Context: an optimization exercise on an open-source flow, tuned for small area. The choices shown serve that exercise and are no tape-out recipe.
Where RTL was checked, it was by simulation tests only, not by an equivalence proof against the original.
No activity file was given, so power comes from the tool's default toggle rates.

main:
==> module spi_top, before the edit <==
module spi_top(
    input clk,rst,wr,
    input [7:0]din,addr,
    output done,err,
    output [7:0]dout
);
reg [127:0] ring0;
reg [127:0] ring1;
reg [3:0] ptr;
reg clr;
reg [4:0] cnt;
reg [7:0] cap;
wire ok  = (addr[7:5] == 3'd0);
wire hit = (ptr == addr[3:0]);
wire we  = wr & ok & hit;
wire [7:0] d0 = (we & ~addr[4]) ? din : (clr ? 8'd0 : ring0[127:120]);
wire [7:0] d1 = (we &  addr[4]) ? din : (clr ? 8'd0 : ring1[127:120]);
assign done = ok ? (wr ? (cnt == 5'd23) : (cnt == 5'd24)) : (cnt == 5'd4);
assign err  = ~ok & (cnt == 5'd4);
assign dout = cap;
always @(posedge clk) begin
    ring0 <= {ring0[119:0], d0};
    ring1 <= {ring1[119:0], d1};
    if (hit | ~ok)
        cap <= (wr | ~ok | clr) ? 8'd0 : (addr[4] ? ring1[127:120] : ring0[127:120]);
    if (rst) begin
        ptr <= 4'd0;
        clr <= 1'b1;
        cnt <= 5'd0;
    end
    else begin
        ptr <= ptr + 4'd1;
        if (ptr == 4'd15)
            clr <= 1'b0;
        cnt <= done ? 5'd1 : cnt + 5'd1;
    end
end
endmodule
Settings: LEC_CHECK=0, CAP_MARGIN=20, CORE_MARGIN=2, CORE_UTILIZATION=70, CTS_BUF_LIST=sky130_fd_sc_hd__clkbuf_8, CTS_CLUSTER_DIAMETER=50, CTS_CLUSTER_SIZE=20, SLEW_MARGIN=20; clock period 8.0 ns.
standard.sh (not shown) runs the stock make flow with config.mk's settings and CLKGATE_MAP_FILE= SYNTH_SCRIPT=/design/flow/synth_recipe.tcl, a recipe that flattens the netlist after the stock synthesis.
==> flow/flow/run.sh <==
#!/bin/bash
# Standard layout, with two changes: the port buffers are the smallest
# buffer (buf_1), and clock tree synthesis inserts no dummy loads.
set -euo pipefail
bash standard.sh \
  BUFFER_PORTS_ARGS="-buffer_cell sky130_fd_sc_hd__buf_1" \
  CTS_ARGS="-sink_clustering_enable -repair_clock_nets -sink_clustering_size 20 -sink_clustering_max_diameter 50 -buf_list sky130_fd_sc_hd__clkbuf_8 -dont_use_dummy_load" \
  finish > standard.log 2>&1
### main -> the feature branch
==> flow/design.v <==
module spi_top(
    input clk,rst,wr,
    input [7:0]din,addr,
    output done,err,
    output [7:0]dout
);
reg [127:0] ring0;
reg [127:0] ring1;
reg [3:0] ptr;
reg clr;
reg [4:0] cnt;
reg [7:0] cap;
wire ok  = (addr[7:5] == 3'd0);
wire hit = (ptr == addr[3:0]);
wire we  = wr & ok & hit;
wire [7:0] d0 = (we & ~addr[4]) ? din : (clr ? 8'd0 : ring0[127:120]);
wire [7:0] d1 = (we &  addr[4]) ? din : (clr ? 8'd0 : ring1[127:120]);
reg done_r, err_r;
assign done = done_r;
assign err  = err_r;
assign dout = cap;
always @(posedge clk) begin
    ring0 <= {ring0[119:0], d0};
    ring1 <= {ring1[119:0], d1};
    if (hit | ~ok)
        cap <= (wr | ~ok | clr) ? 8'd0 : (addr[4] ? ring1[127:120] : ring0[127:120]);
    if (rst) begin
        ptr <= 4'd0;
        clr <= 1'b1;
        cnt <= 5'd0;
        done_r <= 1'b0;
        err_r <= 1'b0;
    end
    else begin
        ptr <= ptr + 4'd1;
        if (ptr == 4'd15)
            clr <= 1'b0;
        cnt <= done_r ? 5'd1 : cnt + 5'd1;
        done_r <= ok ? (wr ? (cnt == 5'd22) : (cnt == 5'd23)) : (cnt == 5'd3);
        err_r <= ~ok & (cnt == 5'd3);
    end
end
endmodule
==> run notes <==
Every run (main and the feature branch) finished clean. Relative to main, share of total power in the clock network has gone down in the feature branch. Against main, the feature branch reports a combinational group power that is lower. Sort main and the feature branch by data required time of the worst path, descending, and the feature branch comes first. There was hardly any difference in number of resized instances in the post-cts repair step between the feature branch and main. Relative to main, the feature branch improves hold slack. Against main, the feature branch comes in 2.9% lower on via count of the first global-routing pass. Route | the feature branch vs main | wire shorter in the feature branch.
Function not checked in main: the RTL went through the layout flow alone.

========
red:
spi_top, a different RTL version from the one above (not shown whole).
Size in the first run: roughly 6300 um^2 of cells after synthesis.
Design spi_top, start of the top module:
module spi_top(
    input clk,rst,wr,
    input [7:0]din,addr,
    output done,err,
    output [7:0]dout
);
reg [127:0] ring0;
reg [127:0] ring1;
reg [3:0] ptr;
reg clr;
reg [4:0] cnt;
reg [7:0] cap;
reg done_r, err_r;
localparam [4:0] C3 = 5'd6, C22 = 5'd2, C23 = 5'd4;
wire ok     = (addr[7:5] == 3'd0);
wire done_n = ok ? (wr ? (cnt == C22) : (cnt == C23)) : (cnt == C3);
wire hit    = (ptr == addr[3:0]);
wire we     = wr & ok & hit & (cnt != 5'd0);
wire [7:0] d0 = (we & ~addr[4]) ? din : (clr ? 8'd0 : ring0[127:120]);
wire [7:0] d1 = (we &  addr[4]) ? din : (clr ? 8'd0 : ring1[127:120]);
assign done = done_r;
assign err  = err_r;
assign dout = cap;
always @(posedge clk) begin
    ring0 <= {ring0[119:0], d0};
    ring1 <= {ring1[119:0], d1};
    if (hit | ~ok)
        cap <= (wr | ~ok | clr) ? 8'd0 : (addr[4] ? ring1[127:120] : ring0[127:120]);
    if (rst) begin
        ptr <= 4'd0;
        clr <= 1'b1;
        cnt <= 5'd0;
        done_r <= 1'b0;
        err_r <= 1'b0;
    end
    else begin
        ptr <= ptr + 4'd1;
        if (ptr == 4'd15)
            clr <= 1'b0;
        cnt <= done_n ? 5'd0 : {cnt[3:0], ~(cnt[4] ^ cnt[1])};
        done_r <= done_n;
        err_r <= ~ok & (cnt == C3);
    end
end
endmodule
==> module spi_top, before the edit <==
module spi_top(
    input clk,rst,wr,
    input [7:0]din,addr,
    output done,err,
    output [7:0]dout
);
reg [127:0] ring0;
reg [127:0] ring1;
reg [3:0] ptr;
reg clr;
reg [4:0] cnt;
reg [7:0] cap;
reg done_r, err_r;
localparam [4:0] C3 = 5'd6, C22 = 5'd2, C23 = 5'd4;
wire ok     = (addr[7:5] == 3'd0);
wire done_n = ok ? (wr ? (cnt == C22) : (cnt == C23)) : (cnt == C3);
wire hit    = (ptr == addr[3:0]);
wire we     = wr & ok & hit & (cnt != 5'd0);
wire [7:0] d0 = (we & ~addr[4]) ? din : (clr ? 8'd0 : ring0[127:120]);
wire [7:0] d1 = (we &  addr[4]) ? din : (clr ? 8'd0 : ring1[127:120]);
assign done = done_r;
assign err  = err_r;
assign dout = cap;
always @(posedge clk) begin
    ring0 <= {ring0[119:0], d0};
    ring1 <= {ring1[119:0], d1};
    if (hit | ~ok)
        cap <= (wr | ~ok | clr) ? 8'd0 : (addr[4] ? ring1[127:120] : ring0[127:120]);
    if (rst) begin
        ptr <= 4'd0;
        clr <= 1'b1;
        cnt <= 5'd0;
        done_r <= 1'b0;
        err_r <= 1'b0;
    end
    else begin
        ptr <= ptr + 4'd1;
        if (ptr == 4'd15)
            clr <= 1'b0;
        cnt <= done_n ? 5'd0 : {cnt[3:0], ~(cnt[4] ^ cnt[1])};
        done_r <= done_n;
        err_r <= ~ok & (cnt == C3);
    end
end
endmodule
clock: 8.0 ns
lec_check: 0
cap_margin: 20
core_margin: 2
core_utilization: 70
slew_margin: 20
==> flow/flow/run.sh <==
#!/bin/bash
# Standard layout, with these changes:
# - after floorplanning, the combinational logic is re-mapped for area
#   (restructure.tcl), with a library copy that leaves out the platform's
#   don't-use cells (filter_lib.py);
# - the port buffers are the smallest buffer (buf_1);
# - cells with timing slack to spare are downsized before detailed placement
#   (recover.tcl);
# - clock tree synthesis clusters up to 20 flip-flops per clkbuf_8, builds
#   the tree above them from clkbuf_4 and inserts no dummy loads.
# Each ORFS step logs to orfs/logs/; make's output goes to standard.log.
set -euo pipefail
mkdir -p rmp
python3 flow/filter_lib.py \
  "$FLOW_HOME/platforms/sky130hd/lib/sky130_fd_sc_hd__tt_025C_1v80.lib" \
  rmp/lib.lib 'lpflow|probe' > rmp/filter_lib.log 2>&1
bash standard.sh \
  POST_FLOORPLAN_TCL="$PWD/flow/restructure.tcl" \
  BUFFER_PORTS_ARGS="-buffer_cell sky130_fd_sc_hd__buf_1" \
  PRE_DETAIL_PLACE_TCL="$PWD/flow/recover.tcl" \
  CTS_ARGS="-sink_clustering_enable -repair_clock_nets -sink_clustering_size 20 -sink_clustering_max_diameter 70 -buf_list sky130_fd_sc_hd__clkbuf_8 -root_buf sky130_fd_sc_hd__clkbuf_4 -tree_buf sky130_fd_sc_hd__clkbuf_4 -dont_use_dummy_load" \
  finish > standard.log 2>&1
Other scripts of this flow, unchanged in this note and not shown: flow/flow/filter_lib.py, flow/flow/recover.tcl, flow/flow/restructure.tcl
Here is what was changed in the inputs of blue compared with red.
--- a/flow/design.v
+++ b/flow/design.v
@@ -12,5 +12,5 @@
 reg [7:0] cap;
 reg done_r, err_r;
-localparam [4:0] C3 = 5'd6, C22 = 5'd2, C23 = 5'd4;
+localparam [4:0] C3 = 5'd7, C22 = 5'd13, C23 = 5'd26;
 wire ok     = (addr[7:5] == 3'd0);
 wire done_n = ok ? (wr ? (cnt == C22) : (cnt == C23)) : (cnt == C3);
@@ -35,8 +35,8 @@
     end
     else begin
-        ptr <= ptr + 4'd1;
-        if (ptr == 4'd15)
+        ptr <= {ptr[2:0], ptr[3] ^ ptr[2] ^ (ptr[2:0] == 3'd0)};
+        if (ptr == 4'b1000)
             clr <= 1'b0;
-        cnt <= done_n ? 5'd0 : {cnt[3:0], ~(cnt[4] ^ cnt[1])};
+        cnt <= done_n ? 5'd0 : {cnt[3:0], ~(cnt[4] ^ cnt[2])};
         done_r <= done_n;
         err_r <= ~ok & (cnt == C3);
Results
The final RePlAce weighted congestion in blue sits 14% above the value recorded for red. Per the comparison of blue with red, non-clock buffer count in the final layout shows a reduction of 2; basic-gate share of the synthesized area counting and, or, nand and nor cells shows an increase of 0.23 points; clock share of power shows no meaningful change; post-synthesis to final-layout area growth shows an increase of 0.34 points; final critical-path setup slack shows a reduction of 0.21 ns. On total routing usage reported by global routing, red and blue are neck and neck. blue: portion of the clock cycle consumed by the worst path in the final layout higher than red. On blue: share of layout cells above drive strength 1 is 0.25 points higher than what red gave.
Only the layout flow was run in blue; the RTL was not checked for function there.

[separate check: timing with driven ports]
The flow's constraints put no driver on any port. The routed layouts listed below were extracted and timed again, unchanged, in two steps. Step 1 assumes that a clkbuf_16 drives the clock port and a buf_2 every other input. Step 2 adds t to the input delays and takes it off the output delays; t is the mean of the earliest and latest rising clock arrival at the registers after step 1. Input paths then give back, and output paths get back, about the clock's delay inside the block. Slacks: no drivers / after step 1 / after step 2; pairs: no drivers / after step 1.
run | shift t [ns] | setup WS [ns] | cell pins on the clock port's net
main | 0.509 | 3.293 / 3.271 / 3.271 | 1
the feature branch | 0.508 | 5.185 / 5.194 / 4.686 | 1
red | 0.578 | 4.603 / 4.596 / 4.018 | 1
blue | 0.575 | 4.389 / 4.399 / 3.825 | 1
After both steps every run listed still meets setup and hold. The setup slack of red, which loses most, moves by -0.007 ns with the drivers and by -0.585 ns with both steps.
